Background: an optimization exercise with open tools, aiming at small area, a short achievable clock period and few clock cycles per item. Do not read the settings as production practice. Only simulation tests tie the RTL to the original design; equivalence was not proved. Power and IR drop assume default switching activity.

// rsa_wrapper
module rsa_wrapper #(parameter N = 512, parameter LOGN = 9)
(
    input           clk,
    input           resetn,
    input  [  31:0] arm_to_fpga_cmd,
    input           arm_to_fpga_cmd_valid,
    output          fpga_to_arm_done,
    input           fpga_to_arm_done_read,
    input           arm_to_fpga_data_valid,
    output          arm_to_fpga_data_ready,
    input  [N-1:0] arm_to_fpga_data,
    output          fpga_to_arm_data_valid,
    input           fpga_to_arm_data_ready,
    output [N-1:0] fpga_to_arm_data);
    reg st_idle, st_rd, st_wr, st_comp, st_done;
    reg [2:0] slot;
    wire cmd_go   = st_idle & arm_to_fpga_cmd_valid;
    wire start    = cmd_go & arm_to_fpga_cmd[0];
    wire core_fin;
    always @(posedge clk) begin
        if (resetn == 1'b0) begin
            st_idle <= 1'b1;
            st_rd   <= 1'b0;
            st_wr   <= 1'b0;
            st_comp <= 1'b0;
            st_done <= 1'b0;
            slot    <= 3'd0;
        end else begin
            if (cmd_go) begin
                st_idle <= 1'b0;
                case (arm_to_fpga_cmd[1:0])
  ...
Size: ~21000 cells after synthesis, about 4800 flip-flops.
make LEC_CHECK=0 CAP_MARGIN=20 CORE_MARGIN=2 CORE_UTILIZATION=50 CTS_CLUSTER_DIAMETER=150 CTS_CLUSTER_SIZE=20 SETUP_SLACK_MARGIN=5 SLEW_MARGIN=20 finish   # period 9.0 ns
run.sh (not shown) runs the stock make flow with config.mk's settings and CLKGATE_MAP_FILE= SYNTH_SCRIPT=/design/flow/synth_recipe.tcl, a recipe that flattens the netlist after the stock synthesis.
The baseline completed without violations.
Testbench counts at the start, summed over its fixed seeds: cycles 402,877, ops 12.
Next try:
- CAP_MARGIN: 20 -> 30
- SLEW_MARGIN: 20 -> 50
After rerunning: Worst setup slack gets better by 0.11 ns. Routed wire length went down by 0.80%. Synthesized area does not change. Clock-buffer cell count went down by 7.

========
== old ==
rsa_wrapper again, from the RTL that the note above started with.
clock: 9.0 ns
lec_check: 0
cap_margin: 30
core_margin: 2
core_utilization: 50
cts_cluster_diameter: 120
cts_cluster_size: 24
setup_slack_margin: 5
slew_margin: 50
Testbench counts of old, summed over its fixed seeds: cycles 402,877, ops 12.
Input changes introduced in new (baseline for comparison: old):
# old
export LEC_CHECK = 0
export CAP_MARGIN = 30
export CORE_MARGIN = 2
export CORE_UTILIZATION = 50
export CTS_CLUSTER_DIAMETER = 120
export CTS_CLUSTER_SIZE = 24
export SETUP_SLACK_MARGIN = 5
export SLEW_MARGIN = 50
create_clock -name core_clock -period 9.0 [get_ports {clk}]
# new
export LEC_CHECK = 0
export CAP_MARGIN = 30
export CORE_MARGIN = 2
export CORE_UTILIZATION = 60
export CTS_CLUSTER_DIAMETER = 150
export CTS_CLUSTER_SIZE = 20
export PLACE_DENSITY = 0.7
export SETUP_SLACK_MARGIN = 5
export SLEW_MARGIN = 50
create_clock -name core_clock -period 9.0 [get_ports {clk}]
## What came out
- Count of clock-buffer cells in the layout: new > old
- On height of the die: between old and new, it ends up higher for old.
- Sequential cell area: new vs old, no meaningful difference
- Compared with old, new shows number of placed cells counting well taps that has gone down by a few percent.
- Going from old to new, clock network fraction of design power picked up an extra 0.9 points, weighted congestion reported at the end of routability-driven placement picked up an extra about 3.3%, number of violations of the max-capacitance limit neither gained nor lost much.

========
Starting RTL as in the previous note.
clock: 9.0 ns
lec_check: 0
cap_margin: 30
core_margin: 2
core_utilization: 40
setup_slack_margin: 5
slew_margin: 50
Testbench counts at the start, summed over its fixed seeds: cycles 402,877, ops 12.
Edit:
--- a/flow/config.mk
+++ b/flow/config.mk
@@ -9,4 +9,7 @@
 export CORE_MARGIN = 2
 export CORE_UTILIZATION = 40
+export CTS_CLUSTER_DIAMETER = 150
+export CTS_CLUSTER_SIZE = 20
+export PLACE_DENSITY = 0.65
 export SETUP_SLACK_MARGIN = 5
 export SLEW_MARGIN = 50
After rerunning: Setup slack is worse by 43 ps; core utilization came out lower by 1.5 points; clock skew came out higher by 7.2 ps; final area came out lower by a few percent; global-route usage came out lower by 0.52 points; critical path depth came out higher by 5; clock power came out lower by well over a third; hold slack is better by 4.8 ps; power came out lower by a few percent; sequential power stays flat; synthesized cell count is unchanged.

## separate check: timing with driven ports
The flow's constraints put no driver on any port. The routed layouts listed below were extracted and timed again, unchanged, in two steps. Step 1, drivers: a clkbuf_16 drives clk and a buf_2 each remaining input, both assumed. Step 2 moves the port delays by t, midway between the first and last clock arrival at a register: inputs arrive t later, outputs are due t later. That takes back most of the time a late clock gives input paths. a / b / c = ideal / step 1 / step 2; a / b = the first two.
run | t (ns) | setup slack, ns | worst hold slack (ns)
the first run of note 1 | 1.150 | 4.801 / 4.801 / 4.263 | 0.263 / 0.263 / 0.263
the second run of note 1 | 1.143 | 4.912 / 4.806 / 4.303 | 0.232 / 0.232 / 0.232
old | 1.153 | 4.868 / 4.792 / 4.386 | 0.262 / 0.262 / 0.262
new | 1.139 | 4.752 / 4.752 / 4.464 | 0.264 / 0.264 / 0.264
the first run of note 3 | 1.243 | 4.900 / 4.780 / 4.460 | 0.284 / 0.284 / 0.284
the second run of note 3 | 1.194 | 4.857 / 4.768 / 4.157 | 0.289 / 0.289 / 0.289
After both steps setup and hold are still met in every run listed. For the second run of note 3, which loses most, drivers alone change the setup slack by -0.089 ns; drivers and shift together by -0.700 ns.
